This is an optimization exercise on Yosys and OpenROAD, whose aim is small area, not a production implementation. RTL that was checked went through simulation tests only; none was proved equivalent to the original. The RTL of runs 2 and 3 was laid out without a check of its function.

==> flow/design.v, too long to show whole: its modules and the start of the top module <==
// module cordic_sin_cos: 2166 lines
// module cordic_dds: 173 lines
module cordic_dds (
  input             clk,
  input             rst_n,
  input             cfg_vld,
  input      [31:0] cfg_freq_word,
  input      [31:0] cfg_phase_word,
  output reg        sig_vld_o,
  output     [15:0] sin_o,
  output     [15:0] cos_o
);
  // ...
==> flow/flow/run.sh <==
#!/bin/bash
# Layout flow: the standard ORFS flow (standard.sh), with these changes:
#  - clock tree synthesis uses clkbuf_4 buffers in clusters of at most 10 sinks within
#    50 um, and inserts no dummy loads;
#  - the port buffers are buf_1 cells.
# Everything else (floorplan, power grid, tap cells, placement, routing, repair) is the
# standard flow. The full output of the ORFS run goes to standard.log in this work
# folder, and each ORFS step keeps its own log under orfs/logs/.
set -o pipefail
bash standard.sh \
  SYNTH_ARGS=-noabc \
  "CTS_ARGS=-sink_clustering_enable -repair_clock_nets -dont_use_dummy_load -buf_list sky130_fd_sc_hd__clkbuf_4 -sink_clustering_size 10 -sink_clustering_max_diameter 50" \
  "BUFFER_PORTS_ARGS=-buffer_cell sky130_fd_sc_hd__buf_1" \
  finish > standard.log 2>&1
==> flow/standard.sh <==
#!/bin/bash
# synth_recipe.tcl (not shown) runs the flow's synth.tcl, then flattens the netlist and writes it again
# the make line also repeats each setting of config.mk as NAME=value (left out here)
make -C /OpenROAD-flow-scripts/flow DESIGN_CONFIG=/design/flow/config.mk WORK_HOME=/design/flow/orfs CLKGATE_MAP_FILE= SYNTH_SCRIPT=/design/flow/synth_recipe.tcl "${@:-finish}"
==> flow/config.mk <==
export PLATFORM = sky130hd
export DESIGN_NAME = cordic_dds
export DESIGN_NICKNAME = cordic_dds
export VERILOG_FILES = /design/flow/design.v
export SDC_FILE = /design/flow/constraint.sdc
export NUM_CORES = 4
export LEC_CHECK = 0
export ABC_AREA = 1
export CAP_MARGIN = 20
export CORE_MARGIN = 2
export CORE_UTILIZATION = 60
export SLEW_MARGIN = 20
==> flow/constraint.sdc <==
create_clock -name core_clock -period 5.0 [get_ports {clk}]
set_input_delay 1.0000 -clock core_clock [delete_from_list [all_inputs] [get_ports {clk}]]
set_output_delay 1.0000 -clock core_clock [all_outputs]
set_load 0.01 [all_outputs]
==> summary.md, run 1 <==
The run finished with no timing, DRC or antenna violations. The largest total area in the synthesized netlist belongs to sky130_fd_sc_hd__dfxtp_1. The layout has 4761 filler cells.

Setup repair after global routing left no endpoint under its margin. Relative area change from synthesis to final layout: 5.98%. Kind of cell adding the most delay to the critical path: adder cells. The run gives 0.278 as the remaining max-slew budget at the tightest pin.

Counting the inverters off the clock network in the layout gives 366. Sequential cells placed in the final layout were counted as 732. The count of inserted tapcells came out at 773. The tools report the detailed-route DRC error count as 0. The max-slew violation count is 0, and the flip-flop and latch count after synthesis is 732. The DRC marker count from the first detailed-route iteration is 1318.

The logs give 0.110 ns for the clock tree skew after final layout and 0 for the global route total overflow. Register fraction of the total cell area: 0.395. The cell total after placement is 4494.

For this run, the post-layout net count is 4253. The horizontal die dimension is 249 um. The non-clock buffer count in the final layout works out to 150.

Summed over all nets, wire length on met3 after detailed routing comes to 3540 um. The share of flip-flops with an asynchronous set or reset works out to 0.0956. The sequential fraction of the synthesis area was 0.418. For the met3 usage, the log shows 0.0412.

In the final layout, the registers with the most flip-flops are add_freq_wd (32), phase_accum (32). The initial cell density of the core came out at 0.608.

The layout clock buffer count is 89. The critical path starts at u_cordic.x_8[8]. The final hold violation count came out at 0. From bottom edge to top edge, the die measures 249 um. The fraction of layout instances using a drive strength above 1 was 0.0837. Walking the worst path, the cells encountered are xor2_1 -> fa_1 -> fa_1 -> fa_1 -> fa_1 -> fa_1 -> nand3_1 -> nor2_1 -> nand2_1 -> o21bai_1 -> fa_2 -> nor2_2 -> or2_1 -> nand3_1 -> a21oi_2 -> nand2_2 -> a21oi_4 -> nand2_1 -> xnor2_1. TritonCTS built the clock tree.

The run gives 23700 as the via count of the routed design. The first global-routing pass estimated 124000 um of wire. The number of nets with antenna violations after routing is 0. The worst setup path is captured at a flip-flop.

The global routing stage identified its most utilized layer as met2.
==> inputs of run 2 (changes only) <==
--- a/flow/design.v
+++ b/flow/design.v
@@ -507,75 +507,50 @@
   assign zn_10_p1[2] = zn_10_p1[1] & zn_10_s1[1];
   assign zn_10_p1[3] = zn_10_p1[2] & zn_10_s1[2];
   assign zn_10[9:7] = zn_10_s1 ^ (zn_10_p1[2:0] & {3{zn_10_c0}});
   reg [9:0] z_10;
   reg zp_10;
   always @(posedge clk) zp_10 <= ~zn_10[9];
   reg d_10_r11;
   always @(posedge clk) begin z_10 <= zn_10[9:0]; d_10_r11 <= z_9[10]; end
-  wire [8:0] zn_11;
-  wire [7:0] zn_11_k0;
-  wire [6:0] zn_11_s0;
-  assign zn_11_k0[0] = zp_10;
-  assign zn_11_s0[0] = z_10[0] ^ z_10[9] ^ zn_11_k0[0];
-  assign zn_11_k0[1] = (z_10[0] & z_10[9]) | (zn_11_k0[0] & (z_10[0] ^ z_10[9]));
-  assign zn_11_s0[1] = z_10[1] ^ z_10[9] ^ zn_11_k0[1];
-  assign zn_11_k0[2] = (z_10[1] & z_10[9]) | (zn_11_k0[1] & (z_10[1] ^ z_10[9]));
-  assign zn_11_s0[2] = z_10[2] ^ zp_10 ^ zn_11_k0[2];
-  assign zn_11_k0[3] = (z_10[2] & zp_10) | (zn_11_k0[2] & (z_10[2] ^ zp_10));
-  assign zn_11_s0[3] = z_10[3] ^ zp_10 ^ zn_11_k0[3];
-  assign zn_11_k0[4] = (z_10[3] & zp_10) | (zn_11_k0[3] & (z_10[3] ^ zp_10));
-  assign zn_11_s0[4] = z_10[4] ^ zp_10 ^ zn_11_k0[4];
-  assign zn_11_k0[5] = (z_10[4] & zp_10) | (zn_11_k0[4] & (z_10[4] ^ zp_10));
-  assign zn_11_s0[5] = z_10[5] ^ z_10[9] ^ zn_11_k0[5];
-  assign zn_11_k0[6] = (z_10[5] & z_10[9]) | (zn_11_k0[5] & (z_10[5] ^ z_10[9]));
-  assign zn_11_s0[6] = z_10[6] ^ zp_10 ^ zn_11_k0[6];
-  assign zn_11_k0[7] = (z_10[6] & zp_10) | (zn_11_k0[6] & (z_10[6] ^ zp_10));
-  assign zn_11[6:0] = zn_11_s0;
-  wire zn_11_c0 = zn_11_k0[7];
-  wire [2:0] zn_11_k1;
-  wire [1:0] zn_11_s1;
-  assign zn_11_k1[0] = 1'b0;
-  assign zn_11_s1[0] = z_10[7] ^ z_10[9] ^ zn_11_k1[0];
-  assign zn_11_k1[1] = (z_10[7] & z_10[9]) | (zn_11_k1[0] & (z_10[7] ^ z_10[9]));
-  assign zn_11_s1[1] = z_10[8] ^ zp_10 ^ zn_11_k1[1];
-  assign zn_11_k1[2] = (z_10[8] & zp_10) | (zn_11_k1[1] & (z_10[8] ^ zp_10));
-  wire [2:0] zn_11_p1;
-  assign zn_11_p1[0] = 1'b1;
-  assign zn_11_p1[1] = zn_11_p1[0] & zn_11_s1[0];
-  assign zn_11_p1[2] = zn_11_p1[1] & zn_11_s1[1];
-  assign zn_11[8:7] = zn_11_s1 ^ (zn_11_p1[1:0] & {2{zn_11_c0}});
-  reg [8:0] z_11;
-  reg zp_11;
-  always @(posedge clk) zp_11 <= ~zn_11[8];
   reg d_11_r12;
-  always @(posedge clk) begin z_11 <= zn_11[8:0]; d_11_r12 <= z_10[9]; end
+  always @(posedge clk) d_11_r12 <= z_10[9];
+  reg d_12_r12;
+  always @(posedge clk) d_12_r12 <= (z_10[9] ? (z_10[8] ? (z_10[7] ? 1'b0 : (z_10[6] ? (z_10[5] ? 1'b0 : (z_10[4] ? (z_10[3] ? (z_10[2] ? (z_10[1] ? 1'b0 : (z_10[0] ? 1'b0 : 1'b1)) : 1'b1) : 1'b1) : 1'b1)) : 1'b1)) : 1'b1) : (z_10[8] ? 1'b0 : (z_10[7] ? (z_10[6] ? 1'b0 : (z_10[5] ? (z_10[4] ? 1'b0 : (z_10[3] ? 1'b0 : (z_10[2] ? 1'b0 : (z_10[1] ? (z_10[0] ? 1'b0 : 1'b1) : 1'b1)))) : 1'b1)) : 1'b1)));
   reg d_12_r13;
-  always @(posedge clk) d_12_r13 <= z_11[8];
+  always @(posedge clk) d_12_r13 <= d_12_r12;
+  reg d_13_r12;
+  always @(posedge clk) d_13_r12 <= (z_10[9] ? (z_10[8] ? (z_10[7] ? (z_10[6] ? 1'b0 : (z_10[5] ? (z_10[4] ? 1'b0 : (z_10[3] ? (z_10[2] ? (z_10[1] ? 1'b0 : 1'b1) : 1'b1) : 1'b1)) : 1'b1)) : (z_10[6] ? (z_10[5] ? 1'b1 : (z_10[4] ? (z_10[3] ? (z_10[2] ? (z_10[1] ? 1'b1 : (z_10[0] ? 1'b1 : 1'b0)) : 1'b0) : 1'b0) : 1'b0)) : (z_10[5] ? 1'b0 : (z_10[4] ? 1'b0 : (z_10[3] ? (z_10[2] ? 1'b0 : 1'b1) : 1'b1))))) : 1'b1) : (z_10[8] ? 1'b0 : (z_10[7] ? (z_10[6] ? (z_10[5] ? (z_10[4] ? (z_10[3] ? 1'b0 : (z_10[2] ? 1'b0 : 1'b1)) : 1'b1) : 1'b1) : (z_10[5] ? (z_10[4] ? 1'b1 : (z_10[3] ? 1'b1 : (z_10[2] ? 1'b1 : (z_10[1] ? (z_10[0] ? 1'b1 : 1'b0) : 1'b0)))) : 1'b0)) : (z_10[6] ? (z_10[5] ? 1'b0 : (z_10[4] ? (z_10[3] ? 1'b0 : (z_10[2] ? 1'b0 : (z_10[1] ? 1'b0 : 1'b1))) : 1'b1)) : 1'b1))));
   reg d_13_r13;
-  always @(posedge clk) d_13_r13 <= (z_11[8] ? (z_11[7] ? (z_11[6] ? 1'b0 : (z_11[5] ? (z_11[4] ? 1'b0 : (z_11[3] ? (z_11[2] ? (z_11[1] ? (z_11[0] ? 1'b0 : 1'b1) : 1'b1) : 1'b1) : 1'b1)) : 1'b1)) : 1'b1) : (z_11[7] ? 1'b0 : (z_11[6] ? (z_11[5] ? 1'b0 : (z_11[4] ? (z_11[3] ? 1'b0 : (z_11[2] ? 1'b0 : (z_11[1] ? 1'b0 : (z_11[0] ? 1'b0 : 1'b1)))) : 1'b1)) : 1'b1)));
+  always @(posedge clk) d_13_r13 <= d_13_r12;
   reg d_13_r14;
   always @(posedge clk) d_13_r14 <= d_13_r13;
+  reg d_14_r12;
+  always @(posedge clk) d_14_r12 <= (z_10[9] ? (z_10[8] ? (z_10[7] ? (z_10[6] ? (z_10[5] ? 1'b0 : (z_10[4] ? (z_10[3] ? 1'b0 : (z_10[2] ? (z_10[1] ? (z_10[0] ? 1'b0 : 1'b1) : 1'b1) : 1'b1)) : 1'b1)) : (z_10[5] ? (z_10[4] ? 1'b1 : (z_10[3] ? (z_10[2] ? (z_10[1] ? 1'b1 : 1'b0) : 1'b0) : 1'b0)) : (z_10[4] ? 1'b0 : (z_10[3] ? 1'b0 : (z_10[2] ? (z_10[1] ? 1'b0 : (z_10[0] ? 1'b0 : 1'b1)) : 1'b1))))) : (z_10[6] ? (z_10[5] ? 1'b1 : (z_10[4] ? (z_10[3] ? (z_10[2] ? (z_10[1] ? 1'b1 : (z_10[0] ? 1'b1 : 1'b0)) : 1'b0) : 1'b0) : 1'b0)) : (z_10[5] ? (z_10[4] ? (z_10[3] ? 1'b0 : (z_10[2] ? (z_10[1] ? 1'b0 : (z_10[0] ? 1'b0 : 1'b1)) : 1'b1)) : 1'b1) : (z_10[4] ? 1'b1 : (z_10[3] ? (z_10[2] ? 1'b1 : 1'b0) : 1'b0))))) : (z_10[7] ? (z_10[6] ? (z_10[5] ? (z_10[4] ? 1'b0 : (z_10[3] ? 1'b0 : (z_10[2] ? 1'b0 : (z_10[1] ? (z_10[0] ? 1'b0 : 1'b1) : 1'b1)))) : 1'b1) : 1'b1) : 1'b1)) : (z_10[8] ? (z_10[7] ? 1'b0 : (z_10[6] ? 1'b0 : (z_10[5] ? 1'b0 : (z_10[4] ? (z_10[3] ? (z_10[2] ? (z_10[1] ? 1'b0 : (z_10[0] ? 1'b0 : 1'b1)) : 1'b1) : 1'b1) : 1'b1)))) : (z_10[7] ? (z_10[6] ? (z_10[5] ? (z_10[4] ? (z_10[3] ? 1'b1 : (z_10[2] ? 1'b1 : 1'b0)) : 1'b0) : (z_10[4] ? 1'b0 : (z_10[3] ? (z_10[2] ? 1'b0 : (z_10[1] ? (z_10[0] ? 1'b0 : 1'b1) : 1'b1)) : 1'b1))) : (z_10[5] ? (z_10[4] ? 1'b1 : (z_10[3] ? 1'b1 : (z_10[2] ? 1'b1 : (z_10[1] ? (z_10[0] ? 1'b1 : 1'b0) : 1'b0)))) : 1'b0)) : (z_10[6] ? (z_10[5] ? (z_10[4] ? (z_10[3] ? (z_10[2] ? 1'b0 : (z_10[1] ? (z_10[0] ? 1'b0 : 1'b1) : 1'b1)) : 1'b1) : 1'b1) : (z_10[4] ? (z_10[3] ? 1'b1 : (z_10[2] ? 1'b1 : (z_10[1] ? 1'b1 : 1'b0))) : 1'b0)) : (z_10[5] ? (z_10[4] ? 1'b0 : (z_10[3] ? (z_10[2] ? 1'b0 : (z_10[1] ? 1'b0 : (z_10[0] ? 1'b0 : 1'b1))) : 1'b1)) : 1'b1)))));
   reg d_14_r13;
-  always @(posedge clk) d_14_r13 <= (z_11[8] ? (z_11[7] ? (z_11[6] ? (z_11[5] ? 1'b0 : (z_11[4] ? (z_11[3] ? 1'b0 : 1'b1) : 1'b1)) : (z_11[5] ? (z_11[4] ? 1'b1 : (z_11[3] ? (z_11[2] ? (z_11[1] ? (z_11[0] ? 1'b1 : 1'b0) : 1'b0) : 1'b0) : 1'b0)) : (z_11[4] ? 1'b0 : (z_11[3] ? 1'b0 : (z_11[2] ? (z_11[1] ? 1'b0 : 1'b1) : 1'b1))))) : 1'b1) : (z_11[7] ? 1'b0 : (z_11[6] ? (z_11[5] ? (z_11[4] ? (z_11[3] ? (z_11[2] ? 1'b0 : (z_11[1] ? 1'b0 : 1'b1)) : 1'b1) : 1'b1) : (z_11[4] ? (z_11[3] ? 1'b1 : (z_11[2] ? 1'b1 : (z_11[1] ? 1'b1 : (z_11[0] ? 1'b1 : 1'b0)))) : 1'b0)) : (z_11[5] ? (z_11[4] ? 1'b0 : (z_11[3] ? 1'b0 : 1'b1)) : 1'b1))));
+  always @(posedge clk) d_14_r13 <= d_14_r12;
   reg d_14_r14;
   always @(posedge clk) d_14_r14 <= d_14_r13;
   reg d_14_r15;
   always @(posedge clk) d_14_r15 <= d_14_r14;
+  reg d_15_r12;
+  always @(posedge clk) d_15_r12 <= (z_10[9] ? (z_10[8] ? (z_10[7] ? (z_10[6] ? (z_10[5] ? (z_10[4] ? 1'b0 : (z_10[3] ? (z_10[2] ? 1'b0 : (z_10[1] ? (z_10[0] ? 1'b0 : 1'b1) : 1'b1)) : 1'b1)) : (z_10[4] ? (z_10[3] ? 1'b1 : (z_10[2] ? (z_10[1] ? (z_10[0] ? 1'b1 : 1'b0) : 1'b0) : 1'b0)) : (z_10[3] ? 1'b0 : (z_10[2] ? 1'b0 : (z_10[1] ? (z_10[0] ? 1'b0 : 1'b1) : 1'b1))))) : (z_10[5] ? (z_10[4] ? 1'b1 : (z_10[3] ? (z_10[2] ? (z_10[1] ? 1'b1 : 1'b0) : 1'b0) : 1'b0)) : (z_10[4] ? (z_10[3] ? (z_10[2] ? 1'b0 : (z_10[1] ? 1'b0 : (z_10[0] ? 1'b0 : 1'b1))) : 1'b1) : (z_10[3] ? 1'b1 : (z_10[2] ? (z_10[1] ? 1'b1 : (z_10[0] ? 1'b1 : 1'b0)) : 1'b0))))) : (z_10[6] ? (z_10[5] ? (z_10[4] ? (z_10[3] ? 1'b0 : (z_10[2] ? 1'b0 : (z_10[1] ? 1'b0 : (z_10[0] ? 1'b0 : 1'b1)))) : 1'b1) : (z_10[4] ? (z_10[3] ? (z_10[2] ? (z_10[1] ? 1'b1 : (z_10[0] ? 1'b1 : 1'b0)) : 1'b0) : 1'b0) : (z_10[3] ? (z_10[2] ? 1'b0 : (z_10[1] ? 1'b0 : (z_10[0] ? 1'b0 : 1'b1))) : 1'b1))) : (z_10[5] ? (z_10[4] ? (z_10[3] ? 1'b1 : (z_10[2] ? (z_10[1] ? 1'b1 : (z_10[0] ? 1'b1 : 1'b0)) : 1'b0)) : (z_10[3] ? 1'b0 : (z_10[2] ? 1'b0 : (z_10[1] ? 1'b0 : (z_10[0] ? 1'b0 : 1'b1))))) : (z_10[4] ? 1'b1 : (z_10[3] ? (z_10[2] ? 1'b1 : 1'b0) : 1'b0))))) : (z_10[7] ? (z_10[6] ? (z_10[5] ? (z_10[4] ? (z_10[3] ? 1'b0 : (z_10[2] ? (z_10[1] ? (z_10[0] ? 1'b0 : 1'b1) : 1'b1) : 1'b1)) : (z_10[3] ? 1'b1 : (z_10[2] ? 1'b1 : (z_10[1] ? (z_10[0] ? 1'b1 : 1'b0) : 1'b0)))) : (z_10[4] ? 1'b0 : (z_10[3] ? (z_10[2] ? (z_10[1] ? (z_10[0] ? 1'b0 : 1'b1) : 1'b1) : 1'b1) : 1'b1))) : 1'b1) : 1'b1)) : (z_10[8] ? (z_10[7] ? 1'b0 : (z_10[6] ? 1'b0 : (z_10[5] ? (z_10[4] ? (z_10[3] ? 1'b0 : (z_10[2] ? 1'b0 : (z_10[1] ? 1'b0 : (z_10[0] ? 1'b0 : 1'b1)))) : 1'b1) : (z_10[4] ? (z_10[3] ? (z_10[2] ? (z_10[1] ? 1'b1 : (z_10[0] ? 1'b1 : 1'b0)) : 1'b0) : 1'b0) : (z_10[3] ? (z_10[2] ? 1'b0 : (z_10[1] ? 1'b0 : (z_10[0] ? 1'b0 : 1'b1))) : 1'b1))))) : (z_10[7] ? (z_10[6] ? (z_10[5] ? (z_10[4] ? (z_10[3] ? 1'b1 : (z_10[2] ? 1'b1 : 1'b0)) : 1'b0) : (z_10[4] ? (z_10[3] ? (z_10[2] ? (z_10[1] ? (z_10[0] ? 1'b0 : 1'b1) : 1'b1) : 1'b1) : 1'b1) : (z_10[3] ? (z_10[2] ? 1'b1 : (z_10[1] ? (z_10[0] ? 1'b1 : 1'b0) : 1'b0)) : 1'b0))) : (z_10[5] ? (z_10[4] ? (z_10[3] ? 1'b0 : (z_10[2] ? (z_10[1] ? (z_10[0] ? 1'b0 : 1'b1) : 1'b1) : 1'b1)) : (z_10[3] ? 1'b1 : (z_10[2] ? 1'b1 : (z_10[1] ? (z_10[0] ? 1'b1 : 1'b0) : 1'b0)))) : (z_10[4] ? 1'b0 : (z_10[3] ? (z_10[2] ? (z_10[1] ? (z_10[0] ? 1'b0 : 1'b1) : 1'b1) : 1'b1) : 1'b1)))) : (z_10[6] ? (z_10[5] ? (z_10[4] ? (z_10[3] ? (z_10[2] ? 1'b1 : (z_10[1] ? (z_10[0] ? 1'b1 : 1'b0) : 1'b0)) : 1'b0) : (z_10[3] ? 1'b0 : (z_10[2] ? (z_10[1] ? (z_10[0] ? 1'b0 : 1'b1) : 1'b1) : 1'b1))) : (z_10[4] ? (z_10[3] ? 1'b1 : (z_10[2] ? 1'b1 : (z_10[1] ? 1'b1 : 1'b0))) : 1'b0)) : (z_10[5] ? (z_10[4] ? (z_10[3] ? (z_10[2] ? (z_10[1] ? 1'b0 : (z_10[0] ? 1'b0 : 1'b1)) : 1'b1) : 1'b1) : (z_10[3] ? (z_10[2] ? 1'b1 : (z_10[1] ? 1'b1 : (z_10[0] ? 1'b1 : 1'b0))) : 1'b0)) : (z_10[4] ? (z_10[3] ? 1'b0 : (z_10[2] ? (z_10[1] ? 1'b0 : (z_10[0] ? 1'b0 : 1'b1)) : 1'b1)) : 1'b1))))));
   reg d_15_r13;
-  always @(posedge clk) d_15_r13 <= (z_11[8] ? (z_11[7] ? (z_11[6] ? (z_11[5] ? (z_11[4] ? 1'b0 : (z_11[3] ? (z_11[2] ? 1'b0 : 1'b1) : 1'b1)) : (z_11[4] ? (z_11[3] ? 1'b1 : 1'b0) : (z_11[3] ? 1'b0 : (z_11[2] ? 1'b0 : 1'b1)))) : (z_11[5] ? (z_11[4] ? 1'b1 : (z_11[3] ? (z_11[2] ? (z_11[1] ? (z_11[0] ? 1'b1 : 1'b0) : 1'b0) : 1'b0) : 1'b0)) : (z_11[4] ? (z_11[3] ? (z_11[2] ? 1'b0 : (z_11[1] ? 1'b0 : 1'b1)) : 1'b1) : (z_11[3] ? 1'b1 : (z_11[2] ? (z_11[1] ? 1'b1 : 1'b0) : 1'b0))))) : (z_11[6] ? (z_11[5] ? (z_11[4] ? (z_11[3] ? 1'b0 : (z_11[2] ? 1'b0 : (z_11[1] ? 1'b0 : 1'b1))) : 1'b1) : 1'b1) : 1'b1)) : (z_11[7] ? (z_11[6] ? 1'b0 : (z_11[5] ? 1'b0 : (z_11[4] ? 1'b0 : (z_11[3] ? (z_11[2] ? (z_11[1] ? 1'b0 : 1'b1) : 1'b1) : 1'b1)))) : (z_11[6] ? (z_11[5] ? (z_11[4] ? (z_11[3] ? (z_11[2] ? 1'b1 : (z_11[1] ? 1'b1 : 1'b0)) : 1'b0) : (z_11[3] ? 1'b0 : (z_11[2] ? (z_11[1] ? 1'b0 : 1'b1) : 1'b1))) : (z_11[4] ? (z_11[3] ? 1'b1 : (z_11[2] ? 1'b1 : (z_11[1] ? 1'b1 : (z_11[0] ? 1'b1 : 1'b0)))) : 1'b0)) : (z_11[5] ? (z_11[4] ? (z_11[3] ? (z_11[2] ? 1'b0 : 1'b1) : 1'b1) : (z_11[3] ? 1'b1 : 1'b0)) : (z_11[4] ? (z_11[3] ? 1'b0 : (z_11[2] ? 1'b0 : 1'b1)) : 1'b1)))));
+  always @(posedge clk) d_15_r13 <= d_15_r12;
   reg d_15_r14;
   always @(posedge clk) d_15_r14 <= d_15_r13;
   reg d_15_r15;
   always @(posedge clk) d_15_r15 <= d_15_r14;
   reg d_15_r16;
   always @(posedge clk) d_15_r16 <= d_15_r15;
+  reg d_16_r12;
+  always @(posedge clk) d_16_r12 <= (z_10[9] ? (z_10[8] ? (z_10[7] ? (z_10[6] ? (z_10[5] ? (z_10[4] ? (z_10[3] ? 1'b0 : (z_10[2] ? (z_10[1] ? 1'b0 : (z_10[0] ? 1'b0 : 1'b1)) : 1'b1)) : (z_10[3] ? (z_10[2] ? 1'b1 : (z_10[1] ? (z_10[0] ? 1'b1 : 1'b0) : 1'b0)) : (z_10[2] ? 1'b0 : (z_10[1] ? 1'b0 : (z_10[0] ? 1'b0 : 1'b1))))) : (z_10[4] ? (z_10[3] ? 1'b1 : (z_10[2] ? (z_10[1] ? (z_10[0] ? 1'b1 : 1'b0) : 1'b0) : 1'b0)) : (z_10[3] ? (z_10[2] ? (z_10[1] ? 1'b0 : (z_10[0] ? 1'b0 : 1'b1)) : 1'b1) : (z_10[2] ? 1'b1 : (z_10[1] ? (z_10[0] ? 1'b1 : 1'b0) : 1'b0))))) : (z_10[5] ? (z_10[4] ? (z_10[3] ? (z_10[2] ? 1'b0 : (z_10[1] ? 1'b0 : (z_10[0] ? 1'b0 : 1'b1))) : 1'b1) : (z_10[3] ? (z_10[2] ? (z_10[1] ? 1'b1 : 1'b0) : 1'b0) : (z_10[2] ? 1'b0 : (z_10[1] ? (z_10[0] ? 1'b0 : 1'b1) : 1'b1)))) : (z_10[4] ? (z_10[3] ? (z_10[2] ? 1'b1 : (z_10[1] ? 1'b1 : (z_10[0] ? 1'b1 : 1'b0))) : 1'b0) : (z_10[3] ? (z_10[2] ? (z_10[1] ? (z_10[0] ? 1'b0 : 1'b1) : 1'b1) : 1'b1) : (z_10[2] ? (z_10[1] ? 1'b1 : (z_10[0] ? 1'b1 : 1'b0)) : 1'b0))))) : (z_10[6] ? (z_10[5] ? (z_10[4] ? (z_10[3] ? (z_10[2] ? 1'b0 : (z_10[1] ? (z_10[0] ? 1'b0 : 1'b1) : 1'b1)) : (z_10[2] ? 1'b1 : (z_10[1] ? 1'b1 : (z_10[0] ? 1'b1 : 1'b0)))) : (z_10[3] ? 1'b0 : (z_10[2] ? (z_10[1] ? (z_10[0] ? 1'b0 : 1'b1) : 1'b1) : 1'b1))) : (z_10[4] ? (z_10[3] ? (z_10[2] ? (z_10[1] ? 1'b1 : (z_10[0] ? 1'b1 : 1'b0)) : 1'b0) : (z_10[2] ? 1'b0 : (z_10[1] ? (z_10[0] ? 1'b0 : 1'b1) : 1'b1))) : (z_10[3] ? (z_10[2] ? 1'b1 : (z_10[1] ? 1'b1 : (z_10[0] ? 1'b1 : 1'b0))) : 1'b0))) : (z_10[5] ? (z_10[4] ? (z_10[3] ? (z_10[2] ? (z_10[1] ? (z_10[0] ? 1'b0 : 1'b1) : 1'b1) : 1'b1) : (z_10[2] ? (z_10[1] ? 1'b1 : (z_10[0] ? 1'b1 : 1'b0)) : 1'b0)) : (z_10[3] ? (z_10[2] ? 1'b0 : (z_10[1] ? (z_10[0] ? 1'b0 : 1'b1) : 1'b1)) : (z_10[2] ? 1'b1 : (z_10[1] ? 1'b1 : (z_10[0] ? 1'b1 : 1'b0))))) : (z_10[4] ? (z_10[3] ? 1'b0 : (z_10[2] ? (z_10[1] ? (z_10[0] ? 1'b0 : 1'b1) : 1'b1) : 1'b1)) : (z_10[3] ? (z_10[2] ? 1'b1 : 1'b0) : (z_10[2] ? 1'b0 : (z_10[1] ? 1'b0 : (z_10[0] ? 1'b0 : 1'b1)))))))) : (z_10[7] ? (z_10[6] ? (z_10[5] ? (z_10[4] ? (z_10[3] ? 1'b1 : (z_10[2] ? (z_10[1] ? (z_10[0] ? 1'b1 : 1'b0) : 1'b0) : 1'b0)) : (z_10[3] ? (z_10[2] ? (z_10[1] ? 1'b0 : (z_10[0] ? 1'b0 : 1'b1)) : 1'b1) : (z_10[2] ? 1'b1 : (z_10[1] ? (z_10[0] ? 1'b1 : 1'b0) : 1'b0)))) : (z_10[4] ? (z_10[3] ? (z_10[2] ? 1'b0 : (z_10[1] ? 1'b0 : (z_10[0] ? 1'b0 : 1'b1))) : 1'b1) : (z_10[3] ? (z_10[2] ? (z_10[1] ? (z_10[0] ? 1'b1 : 1'b0) : 1'b0) : 1'b0) : (z_10[2] ? (z_10[1] ? 1'b0 : (z_10[0] ? 1'b0 : 1'b1)) : 1'b1)))) : 1'b1) : 1'b1)) : (z_10[8] ? (z_10[7] ? 1'b0 : (z_10[6] ? 1'b0 : (z_10[5] ? (z_10[4] ? (z_10[3] ? (z_10[2] ? 1'b0 : (z_10[1] ? (z_10[0] ? 1'b0 : 1'b1) : 1'b1)) : (z_10[2] ? 1'b1 : (z_10[1] ? 1'b1 : (z_10[0] ? 1'b1 : 1'b0)))) : (z_10[3] ? 1'b0 : (z_10[2] ? (z_10[1] ? (z_10[0] ? 1'b0 : 1'b1) : 1'b1) : 1'b1))) : (z_10[4] ? (z_10[3] ? (z_10[2] ? (z_10[1] ? 1'b1 : (z_10[0] ? 1'b1 : 1'b0)) : 1'b0) : (z_10[2] ? 1'b0 : (z_10[1] ? (z_10[0] ? 1'b0 : 1'b1) : 1'b1))) : (z_10[3] ? (z_10[2] ? 1'b1 : (z_10[1] ? 1'b1 : (z_10[0] ? 1'b1 : 1'b0))) : 1'b0))))) : (z_10[7] ? (z_10[6] ? (z_10[5] ? (z_10[4] ? (z_10[3] ? (z_10[2] ? (z_10[1] ? (z_10[0] ? 1'b0 : 1'b1) : 1'b1) : 1'b1) : (z_10[2] ? 1'b1 : 1'b0)) : (z_10[3] ? (z_10[2] ? 1'b0 : (z_10[1] ? 1'b0 : (z_10[0] ? 1'b0 : 1'b1))) : 1'b1)) : (z_10[4] ? (z_10[3] ? (z_10[2] ? (z_10[1] ? (z_10[0] ? 1'b1 : 1'b0) : 1'b0) : 1'b0) : (z_10[2] ? (z_10[1] ? 1'b0 : (z_10[0] ? 1'b0 : 1'b1)) : 1'b1)) : (z_10[3] ? (z_10[2] ? 1'b1 : (z_10[1] ? (z_10[0] ? 1'b1 : 1'b0) : 1'b0)) : (z_10[2] ? 1'b0 : (z_10[1] ? 1'b0 : (z_10[0] ? 1'b0 : 1'b1)))))) : (z_10[5] ? (z_10[4] ? (z_10[3] ? 1'b1 : (z_10[2] ? (z_10[1] ? (z_10[0] ? 1'b1 : 1'b0) : 1'b0) : 1'b0)) : (z_10[3] ? (z_10[2] ? (z_10[1] ? 1'b0 : (z_10[0] ? 1'b0 : 1'b1)) : 1'b1) : (z_10[2] ? 1'b1 : (z_10[1] ? (z_10[0] ? 1'b1 : 1'b0) : 1'b0)))) : (z_10[4] ? (z_10[3] ? (z_10[2] ? 1'b0 : (z_10[1] ? 1'b0 : (z_10[0] ? 1'b0 : 1'b1))) : 1'b1) : (z_10[3] ? (z_10[2] ? (z_10[1] ? (z_10[0] ? 1'b1 : 1'b0) : 1'b0) : 1'b0) : (z_10[2] ? (z_10[1] ? 1'b0 : (z_10[0] ? 1'b0 : 1'b1)) : 1'b1))))) : (z_10[6] ? (z_10[5] ? (z_10[4] ? (z_10[3] ? (z_10[2] ? 1'b1 : (z_10[1] ? (z_10[0] ? 1'b1 : 1'b0) : 1'b0)) : (z_10[2] ? 1'b0 : (z_10[1] ? 1'b0 : (z_10[0] ? 1'b0 : 1'b1)))) : (z_10[3] ? 1'b1 : (z_10[2] ? (z_10[1] ? (z_10[0] ? 1'b1 : 1'b0) : 1'b0) : 1'b0))) : (z_10[4] ? (z_10[3] ? (z_10[2] ? (z_10[1] ? 1'b0 : (z_10[0] ? 1'b0 : 1'b1)) : 1'b1) : (z_10[2] ? 1'b1 : (z_10[1] ? 1'b1 : 1'b0))) : (z_10[3] ? 1'b0 : (z_10[2] ? (z_10[1] ? (z_10[0] ? 1'b0 : 1'b1) : 1'b1) : 1'b1)))) : (z_10[5] ? (z_10[4] ? (z_10[3] ? (z_10[2] ? (z_10[1] ? 1'b1 : (z_10[0] ? 1'b1 : 1'b0)) : 1'b0) : (z_10[2] ? 1'b0 : (z_10[1] ? (z_10[0] ? 1'b0 : 1'b1) : 1'b1))) : (z_10[3] ? (z_10[2] ? 1'b1 : (z_10[1] ? 1'b1 : (z_10[0] ? 1'b1 : 1'b0))) : 1'b0)) : (z_10[4] ? (z_10[3] ? (z_10[2] ? (z_10[1] ? (z_10[0] ? 1'b0 : 1'b1) : 1'b1) : 1'b1) : (z_10[2] ? (z_10[1] ? 1'b1 : (z_10[0] ? 1'b1 : 1'b0)) : 1'b0)) : (z_10[3] ? (z_10[2] ? 1'b0 : (z_10[1] ? (z_10[0] ? 1'b0 : 1'b1) : 1'b1)) : 1'b1)))))));
   reg d_16_r13;
-  always @(posedge clk) d_16_r13 <= (z_11[8] ? (z_11[7] ? (z_11[6] ? (z_11[5] ? (z_11[4] ? (z_11[3] ? 1'b0 : (z_11[2] ? (z_11[1] ? 1'b0 : 1'b1) : 1'b1)) : (z_11[3] ? (z_11[2] ? 1'b1 : 1'b0) : (z_11[2] ? 1'b0 : (z_11[1] ? 1'b0 : 1'b1)))) : (z_11[4] ? (z_11[3] ? 1'b1 : 1'b0) : (z_11[3] ? (z_11[2] ? (z_11[1] ? 1'b0 : 1'b1) : 1'b1) : (z_11[2] ? 1'b1 : 1'b0)))) : (z_11[5] ? (z_11[4] ? (z_11[3] ? (z_11[2] ? 1'b0 : (z_11[1] ? 1'b0 : 1'b1)) : 1'b1) : (z_11[3] ? (z_11[2] ? (z_11[1] ? (z_11[0] ? 1'b1 : 1'b0) : 1'b0) : 1'b0) : (z_11[2] ? 1'b0 : 1'b1))) : (z_11[4] ? (z_11[3] ? (z_11[2] ? 1'b1 : (z_11[1] ? 1'b1 : 1'b0)) : 1'b0) : (z_11[3] ? 1'b1 : (z_11[2] ? (z_11[1] ? 1'b1 : 1'b0) : 1'b0))))) : (z_11[6] ? (z_11[5] ? (z_11[4] ? (z_11[3] ? (z_11[2] ? 1'b0 : 1'b1) : (z_11[2] ? 1'b1 : (z_11[1] ? 1'b1 : 1'b0))) : (z_11[3] ? 1'b0 : 1'b1)) : 1'b1) : 1'b1)) : (z_11[7] ? (z_11[6] ? 1'b0 : (z_11[5] ? 1'b0 : (z_11[4] ? (z_11[3] ? 1'b0 : 1'b1) : (z_11[3] ? (z_11[2] ? (z_11[1] ? 1'b1 : 1'b0) : 1'b0) : (z_11[2] ? 1'b0 : 1'b1))))) : (z_11[6] ? (z_11[5] ? (z_11[4] ? (z_11[3] ? (z_11[2] ? 1'b1 : (z_11[1] ? 1'b1 : 1'b0)) : 1'b0) : (z_11[3] ? 1'b1 : (z_11[2] ? (z_11[1] ? 1'b1 : 1'b0) : 1'b0))) : (z_11[4] ? (z_11[3] ? (z_11[2] ? 1'b0 : 1'b1) : (z_11[2] ? 1'b1 : (z_11[1] ? 1'b1 : (z_11[0] ? 1'b1 : 1'b0)))) : (z_11[3] ? 1'b0 : (z_11[2] ? (z_11[1] ? 1'b0 : 1'b1) : 1'b1)))) : (z_11[5] ? (z_11[4] ? (z_11[3] ? (z_11[2] ? 1'b1 : 1'b0) : (z_11[2] ? 1'b0 : (z_11[1] ? 1'b0 : 1'b1))) : (z_11[3] ? 1'b1 : 1'b0)) : (z_11[4] ? (z_11[3] ? (z_11[2] ? (z_11[1] ? 1'b0 : 1'b1) : 1'b1) : (z_11[2] ? 1'b1 : 1'b0)) : (z_11[3] ? (z_11[2] ? 1'b0 : (z_11[1] ? 1'b0 : 1'b1)) : 1'b1))))));
+  always @(posedge clk) d_16_r13 <= d_16_r12;
   reg d_16_r14;
   always @(posedge clk) d_16_r14 <= d_16_r13;
   reg d_16_r15;
   always @(posedge clk) d_16_r15 <= d_16_r14;
   reg d_16_r16;
   always @(posedge clk) d_16_r16 <= d_16_r15;
   reg d_16_r17;
   always @(posedge clk) d_16_r17 <= d_16_r16;
==> run 2 against run 1 <==
Compared with the run above:
- cell count increased by 1.3%
- highest routed layer is now met4
- wire length increased by 2.1%
- critical path type unchanged
- cell area increased by 0.32%
==> summary.md, run 2 <==
The most common cell after layout, fill and taps aside was sky130_fd_sc_hd__nand2_1 (was sky130_fd_sc_hd__dfxtp_1). The number of buffers on the longest clock path was 3 (unchanged); the shortest period the worst path allows was 4.74 ns (was 4.75 ns). The HPWL after detailed placement is 60300 um (was 59100 um), and the wire length of the first global-routing pass is 127000 um (was 124000 um). The path category of the worst min-delay check is flip-flop to flip-flop (was primary input to asynchronous set/reset pin).

Share of flip-flops with an asynchronous set or reset: 0.0963 (was 0.0956). The type of the setup path with the least slack was flip-flop to flip-flop (unchanged). Data required time of the worst path: 5.71 ns (was 5.70 ns). The run gives 0.26 ns (was 0.25 ns) as the register-to-register path setup slack. The slowest cell on the critical path was sky130_fd_sc_hd__fa_1 (unchanged). The tools report the post-route worst hold slack as 0.190 ns (was 0.163 ns). Clock root buffer master: sky130_fd_sc_hd__clkbuf_4 (unchanged). Fraction of layout instances using a drive strength above 1: 0.0847 (was 0.0837). Horizontal die dimension: 249 um (about the same). For the max-slew violation count, the log shows 0 (unchanged). The DRC marker count from the first detailed-route iteration was 1287 (was 1318). Most numerous cell on the critical path: sky130_fd_sc_hd__fa_1 (unchanged).

The via count of the first global-routing pass was 25500 (was 24900); the count of TritonRoute iterations in the first routing pass was 6 (was 21). Proportion of synthesized area in mux cells: 0.00430 (was 0.00369). The count of buffers from port buffering is 99 (unchanged). The worst path arrival time is 5.46 ns (was 5.45 ns), and the pre-CTS setup slack is -0.0279 ns (was -0.0342 ns). The clock tree skew after final layout is 0.132 ns (was 0.110 ns). The peak per-stage delay on the critical path works out to 0.42 ns (was 0.45 ns). The run gives 4306 (was 4253) as the post-layout net count. Most common flop cell mapped by yosys: sky130_fd_sc_hd__dfxtp_1 (unchanged). The top-level I/O count came out at 100 (unchanged). The number of fill cells was 4855 (was 4761). The tools report the area used by multi-input combinational logic as 19400 um2 (was 19300 um2).

Cell type contributing the most total cell area after synthesis: sky130_fd_sc_hd__dfxtp_1 (unchanged). The compound-gate portion of the synthesized area came out at 0.0625 (was 0.0618). The area occupied by registers was 14900 um2 (was 15000 um2); the global-route usage over all layers was 0.253 (was 0.250). The fraction of the mapped netlist area in adder cells was 0.183 (was 0.188); the post-synthesis cell count was 3720 (was 3651). The number of library cell types mapped by synthesis is 66 (unchanged). The number of nets with antenna violations after routing came out at 0 (unchanged). The xor and xnor area share after synthesis was 0.147 (was 0.148); the per-instance average area after synthesis was 9.70 um2 (was 9.84 um2).

For the net count after synthesis, the log shows 4152 (was 4092). The flip-flop and latch count after synthesis is 727 (was 732). The via count of the routed design was 24300 (was 23700). The synthesized-area fraction occupied by and/or/nand/nor cells works out to 0.141 (was 0.133). Remaining max-slew budget at the tightest pin: 0.340 (was 0.278). Most used standard cell by instance count after synthesis: sky130_fd_sc_hd__dfxtp_1 (unchanged). The final RePlAce weighted congestion came out at 0.947 (was 0.948).

Kind of capture point of the worst setup path: a flip-flop (unchanged). The share of the clock period used by the worst path after layout is 0.949 (was 0.950). For the initial cell density of the core, the log shows 0.609 (was 0.608).

Maximum fanout encountered on the critical timing path: 4 (was 3). The overall die height was 249 um (about the same). TritonCTS buffer count: 90 (was 89). Setup TNS: 0 ns (unchanged). The number of endpoints failing setup at the final stage is 0 (unchanged).

The flow ran to the end and the layout has no timing, DRC or antenna violations. The per-cell via count in the routed design is 5.23 (was 5.17). For the number of clock sinks, the log shows 727 (was 732). The tools report the final hold violation count as 0 (unchanged). The run gives 0.414 (was 0.418) as the sequential fraction of the synthesis area. The final worst slack was 0.255 ns (was 0.251 ns). Setup repair after global routing could not meet its margin everywhere.

TritonCTS built the clock tree. The die area was 62100 um2 (was 61900 um2); the global route total overflow was 0 (unchanged). The area share of the leading cell type in the synthesized netlist is 0.365 (was 0.369).

The run gives 76800 um (was 75200 um) as the total detailed-routing wirelength. The tools report the count of standard-cell rows as 89 (unchanged). The run gives 36100 um2 (was 35900 um2) as the cell area after synthesis.

The number of warnings issued by yosys was 2 (unchanged). The number of antenna violations at the first check in global routing was 3 (unchanged). For the core area, the log shows 59200 um2 (was 59100 um2). Worst-path cell chain: xor2_1 -> fa_2 -> fa_1 -> fa_1 -> fa_1 -> fa_1 -> nand3_1 -> nor2_1 -> nand2_1 -> o21bai_1 -> fa_2 -> nor2_2 -> or2_1 -> nand3_2 -> a21oi_2 -> nand2_1 -> a21oi_2 -> nand2_1 -> xnor2_2 (was xor2_1 -> fa_1 -> fa_1 -> fa_1 -> fa_1 -> fa_1 -> nand3_1 -> nor2_1 -> nand2_1 -> o21bai_1 -> fa_2 -> nor2_2 -> or2_1 -> nand3_1 -> a21oi_2 -> nand2_2 -> a21oi_4 -> nand2_1 -> xnor2_1).

The run gives 0.211 GHz (about the same) as the maximum achievable frequency. Ranking of synthesized cells by area: sky130_fd_sc_hd__dfxtp_1, sky130_fd_sc_hd__fa_1, sky130_fd_sc_hd__xor2_1, sky130_fd_sc_hd__nand2_1, sky130_fd_sc_hd__dfrtp_1 (unchanged). For the number of maximum-capacitance violations, the log shows 0 (unchanged). The detailed-route DRC error count is 0 (unchanged), and the register clock-pin slew on the reported worst setup and hold paths is 0.11 ns (about the same). The type of origin of the critical path is a flip-flop (unchanged). Largest family of logic cells by synthesized area: adder cells (unchanged). The latest clock arrival within the worst-skew pair is 0.85 ns (was 0.86 ns). The transition at the pin with the smallest max-transition slack works out to 0.989 ns (was 1.08 ns). Largest registers ranked by flip-flop count: add_freq_wd (32), phase_accum (32) (unchanged).

The H-tree depth is 3 (unchanged). The run gives 0 (unchanged) as the cts-stage hold buffer count. Post-detailed-route wirelength per cell: 16.5 um (was 16.4 um). Synth top cells by count: sky130_fd_sc_hd__dfxtp_1, sky130_fd_sc_hd__nand2_1, sky130_fd_sc_hd__xor2_1 (unchanged). The number of enable flip-flop cells after synthesis is 0 (unchanged). The relative area change from synthesis to final layout was 5.95% (was 5.98%); the maximum number of pins on one net before global-route repair was 76 (was 77).

Most frequent cells in the layout: sky130_fd_sc_hd__nand2_1, sky130_fd_sc_hd__dfxtp_1, sky130_fd_sc_hd__xor2_1 (was sky130_fd_sc_hd__dfxtp_1, sky130_fd_sc_hd__nand2_1, sky130_fd_sc_hd__xor2_1).
[run 2: worst max-delay path, delay by kind of cell, from the launching register on]
kind,cells,cell delay [ns]
AND/OR/NAND/NOR,8,0.93
flip-flops,1,0.39
XOR/XNOR,2,0.34
AO/OA/AOI/OAI,3,0.45
adder cells (fa/ha/maj),6,2.48
[run 2: layer usage]
| metal | vias to the layer above | global-route usage | wire [um] |
|---|---|---|---|
| li1 | 12000 | - | - |
| met1 | 11700 | 0.302 | 32000 |
| met2 | 534 | 0.464 | 39200 |
| met3 | 167 | 0.0379 | 2950 |
| met4 | 0 | 0.0892 | 2590 |
| met5 | - | 0 | 0 |
[run 2: worst paths after layout]
check | start | endpoint | depth (start not counted)
worst max register to register | u_cordic.d_9_r10 | u_cordic.y_9[18] | 19
min in group asynchronous | rst_n | pro_cnt[1] | 2
max in group asynchronous | rst_n | add_freq_wd[5] | 2
worst min register to register | u_cordic.d_2_r5 | u_cordic.d_2_r6 | 0
worst max-delay path | u_cordic.d_9_r10 | u_cordic.y_9[18] | 19
worst min-delay path | u_cordic.d_2_r5 | u_cordic.d_2_r6 | 0
[run 2: kinds of logic (layout without fill, tap and decap cells)]
| logic type | count (synthesis) | count (layout) |
|---|---|---|
| adder cells (fa/ha/maj) | 365 | 365 |
| AND/OR/NAND/NOR | 1179 | 1179 |
| buffers and inverters | 459 | 611 |
| AO/OA/AOI/OAI | 371 | 371 |
| other | 0 | 3 |
| XOR/XNOR | 605 | 605 |
| flip-flops | 727 | 727 |
| multiplexers | 14 | 14 |
[run 2: cell type report]
type,count,share of cell area
multi-input cells,2534,0.509
repair buffers,149,0.0204
diodes,3,0.000196
flip-flops and latches,727,0.391
well taps,773,0.0253
inverters,372,0.0367
clock buffers,90,0.0177
[run 2: timing repair]
item,CTS,global route
resized for setup,1,32
setup buffers,0,1
hold endpoints to repair,0,0
endpoints found under the setup margin,1,21
[run 2: through the flow]
step / utilization / std cells / instance area (um2)
floorplan: - / 3720 / 36100
global placement: 0.632 / 4554 / 37400
detailed placement: 0.632 / 4554 / 37400
CTS: 0.643 / 4644 / 38100
global route: 0.645 / 4648 / 38200
finish: 0.645 / 4648 / 38200
==> inputs of run 3 (changes only) <==
--- a/flow/flow/run.sh
+++ b/flow/flow/run.sh
@@ -9,6 +9,6 @@
 set -o pipefail
 bash standard.sh \
   SYNTH_ARGS=-noabc \
-  "CTS_ARGS=-sink_clustering_enable -repair_clock_nets -dont_use_dummy_load -buf_list sky130_fd_sc_hd__clkbuf_4 -sink_clustering_size 10 -sink_clustering_max_diameter 50" \
+  "CTS_ARGS=-sink_clustering_enable -repair_clock_nets -dont_use_dummy_load -buf_list sky130_fd_sc_hd__clkbuf_4 -sink_clustering_size 9 -sink_clustering_max_diameter 45" \
   "BUFFER_PORTS_ARGS=-buffer_cell sky130_fd_sc_hd__buf_1" \
   finish > standard.log 2>&1
==> run 3 against run 2 <==
Compared with the run above:
- synthesized cell count did not move
- wire length fell by 0.50%
- worst setup slack barely moved
- core utilization rose by 0.085 points
- fmax barely moved
- highest routed layer unchanged
- first-iteration DRC count fell by 4.2%
- non-clock buffer count did not move
- critical path depth did not move
- die area did not move
==> summary.md, run 3 <==
Worst-path cell chain: xor2_1 -> fa_2 -> fa_1 -> fa_1 -> fa_1 -> fa_1 -> nand3_1 -> nor2_1 -> nand2_1 -> o21bai_1 -> fa_2 -> nor2_2 -> or2_1 -> nand3_2 -> a21oi_2 -> nand2_1 -> a21oi_2 -> nand2_1 -> xnor2_2 (unchanged). Cell type contributing the most total cell area after synthesis: sky130_fd_sc_hd__dfxtp_1 (unchanged). The number of enable flip-flop cells after synthesis came out at 0 (unchanged).

The post-route worst hold slack was 0.192 ns (was 0.190 ns). The detailed-route DRC error count was 0 (unchanged); the wire length of the first global-routing pass was 126000 um (was 127000 um). The tools report the max-slew violation count as 0 (unchanged). The peak per-stage delay on the critical path is 0.42 ns (about the same), and the pre-CTS setup slack is -0.0279 ns (unchanged). Most frequent cells in the layout: sky130_fd_sc_hd__nand2_1, sky130_fd_sc_hd__dfxtp_1, sky130_fd_sc_hd__xor2_1 (unchanged). The post-route standard cell area excluding fillers came out at 38300 um2 (was 38200 um2). Most common flop cell mapped by yosys: sky130_fd_sc_hd__dfxtp_1 (unchanged).

The logs give 36100 um2 (unchanged) for the cell area after synthesis and 66 (unchanged) for the number of library cell types mapped by synthesis. Most used standard cell by instance count after synthesis: sky130_fd_sc_hd__dfxtp_1 (unchanged).

The core area came out at 59200 um2 (unchanged). The kind of capture point of the worst setup path was a flip-flop (unchanged). The run gives 0.136 ns (was 0.132 ns) as the clock tree skew after final layout.

For the number of antenna violations at the first check in global routing, the log shows 2 (was 3). Clock root buffer master: sky130_fd_sc_hd__clkbuf_4 (unchanged). The logs give 4314 (was 4306) for the post-layout net count and 4656 (was 4648) for the final cell count without fillers.

The type of the setup path with the least slack was flip-flop to flip-flop (unchanged). The per-instance average area after synthesis was 9.70 um2 (unchanged). Number of buffer and inverter instances along the worst setup path: 0 (unchanged). The most common cell after layout, fill and taps aside was sky130_fd_sc_hd__nand2_1 (unchanged).

The run gives 0.255 ns (about the same) as the final worst slack. The per-cell via count in the routed design was 5.23 (about the same). Number of clock sinks: 727 (unchanged). The fraction of layout instances using a drive strength above 1 was 0.0861 (was 0.0847); the maximum achievable frequency was 0.211 GHz (about the same). The post-synthesis cell count is 3720 (unchanged). The number of fill cells was 4854 (was 4855). TritonCTS built the clock tree. The count of standard-cell rows was 89 (unchanged); the maximum fanout encountered on the critical timing path was 4 (unchanged). The run gives 2 (unchanged) as the number of warnings issued by yosys.

The horizontal die dimension was 249 um (unchanged); the sequential fraction of the synthesis area was 0.414 (unchanged). The overall die height came out at 249 um (unchanged). The number of endpoints failing setup at the final stage is 0 (unchanged). Via count of the first global-routing pass: 25500 (about the same).

For the latest clock arrival within the worst-skew pair, the log shows 0.85 ns (about the same). The count of TritonRoute iterations in the first routing pass is 5 (was 6). The logs give 76 (unchanged) for the maximum number of pins on one net before global-route repair and 0.609 (unchanged) for the initial cell density of the core. The shortest period the worst path allows is 4.74 ns (about the same). The worst path arrival time was 5.46 ns (about the same); the transition at the pin with the smallest max-transition slack was 0.957 ns (was 0.989 ns).

The final RePlAce weighted congestion is 0.947 (unchanged), and the total detailed-routing wirelength is 76400 um (was 76800 um). The post-detailed-route wirelength per cell is 16.4 um (was 16.5 um). For the via count of the routed design, the log shows 24400 (was 24300).

Setup repair after global routing could not meet its margin everywhere. The global route total overflow was 0 (unchanged). The data required time of the worst path is 5.72 ns (was 5.71 ns). The run gives 37400 um2 (unchanged) as the placed standard-cell area. The register clock-pin slew on the reported worst setup and hold paths was 0.09 ns (was 0.11 ns).

The die area came out at 62100 um2 (unchanged). Global-route usage over all layers: 0.252 (was 0.253).

The run finished with no timing, DRC or antenna violations. The remaining max-slew budget at the tightest pin came out at 0.354 (was 0.340). Synth top cells by count: sky130_fd_sc_hd__dfxtp_1, sky130_fd_sc_hd__nand2_1, sky130_fd_sc_hd__xor2_1 (unchanged).

The flip-flop and latch count after synthesis is 727 (unchanged). The H-tree depth was 3 (unchanged); the share of the clock period used by the worst path after layout was 0.949 (about the same). The relative area change from synthesis to final layout is 6.08% (was 5.95%). Slowest cell on the critical path: sky130_fd_sc_hd__fa_1 (unchanged). For the number of maximum-capacitance violations, the log shows 0 (unchanged). The final hold violation count came out at 0 (unchanged).

The tools report the type of origin of the critical path as a flip-flop (unchanged). The tools report the cts-stage hold buffer count as 0 (unchanged). The tools report the TritonCTS buffer count as 98 (was 90). The cell total after placement is 4554 (unchanged), and the net count after synthesis is 4152 (unchanged).

Path category of the worst min-delay check: flip-flop to flip-flop (unchanged). Ranking of synthesized cells by area: sky130_fd_sc_hd__dfxtp_1, sky130_fd_sc_hd__fa_1, sky130_fd_sc_hd__xor2_1, sky130_fd_sc_hd__nand2_1, sky130_fd_sc_hd__dfrtp_1 (unchanged). Number of buffers on the longest clock path: 3 (unchanged). The most numerous cell on the critical path is sky130_fd_sc_hd__fa_1 (unchanged).

Largest registers ranked by flip-flop count: add_freq_wd (32), phase_accum (32) (unchanged). The DRC marker count from the first detailed-route iteration is 1233 (was 1287), and the top-level I/O count is 100 (unchanged). The share of flip-flops with an asynchronous set or reset was 0.0963 (unchanged); the number of nets with antenna violations after routing was 0 (unchanged). The area share of the leading cell type in the synthesized netlist came out at 0.365 (unchanged). The count of buffers from port buffering is 99 (unchanged), and the HPWL after detailed placement is 60300 um (unchanged).

The kind of cell adding the most delay to the critical path is adder cells (unchanged).
==> run 3: kinds of logic after synthesis <==
kind of cell / Yosys count / synth area share
mux: 14 / 0.00430
xor+xnor: 605 / 0.147
compound gates: 371 / 0.0625
buf+inv: 459 / 0.0494
fa+ha+maj: 365 / 0.183
flops: 727 / 0.414
simple gates: 1179 / 0.141
==> run 3: final timing paths <==
kind,startpoint,end,slack (ns),depth (start not counted)
worst min-delay path,u_cordic.d_2_r5,u_cordic.d_2_r6,0.19,0
worst max-delay path,u_cordic.d_9_r10,u_cordic.y_9[18],0.26,19
max in group asynchronous,rst_n,add_freq_wd[5],3.97,2
worst min register to register,u_cordic.d_2_r5,u_cordic.d_2_r6,0.19,0
min in group asynchronous,rst_n,phase_accum[3],0.41,2
worst max register to register,u_cordic.d_9_r10,u_cordic.y_9[18],0.26,19
==> run 3: repair_timing <==
| item | 4_1_cts | 5_1_grt |
|---|---|---|
| gates resized for setup | 1 | 30 |
| hold endpoints to repair | 0 | 0 |
| cloned | 0 | 0 |
| setup buffers | 0 | 1 |
| setup endpoints to repair | 1 | 22 |
==> run 3: routing by layer <==
layer  global-route usage  wire length, um
met1                0.299            31300
met4               0.0883             2570
met2                0.462            39100
met5                    0                0
met3               0.0398             3380
==> run 3: metrics by stage <==
stage / util / setup TNS, ns
floorplan: - / -0.106
global placement: 0.632 / 0
detailed placement: 0.632 / -0.0409
CTS: 0.644 / 0
global route: 0.646 / -0.0251
finish: 0.646 / 0
==> run 3: cell type report <==
cell class / count / area [um2] / area share
Antenna cell: 3 / 7.51 / 0.000196
Clock buffer: 98 / 736 / 0.0192
Inverter: 372 / 1400 / 0.0366
Multi-Input combinational cell: 2534 / 19400 / 0.508
Sequential cell: 727 / 14900 / 0.390
Tap cell: 773 / 967 / 0.0253
Timing Repair Buffer: 149 / 778 / 0.0203

==> afterwards: timing with drivers on the ports <==
The flow's constraints put no driver on any port. The routed layouts listed below were extracted and timed again, unchanged, in two steps. Step 1: set_driving_cell puts a clkbuf_16 on clk and a buf_2 on each other input, an assumption about the parent block. Step 2, shift: input delay + t, output delay - t, t = (earliest + latest rising clock arrival at the registers) / 2. This alone moves slack from input paths to output paths. Three values: ideal, step 1, step 2; two values: the first two.
run	t (ns)	setup slack, ns	hold WS [ns]	clock arrival spread, ns
run 1	0.861	0.251 / 0.251 / 0.251	0.163 / 0.128 / 0.297	0.110 / 0.110
run 2	0.847	0.255 / 0.255 / 0.255	0.190 / 0.190 / 0.190	0.137 / 0.137
run 3	0.849	0.255 / 0.255 / 0.255	0.192 / 0.192 / 0.192	0.152 / 0.152
After both steps setup and hold are still met in every run listed.
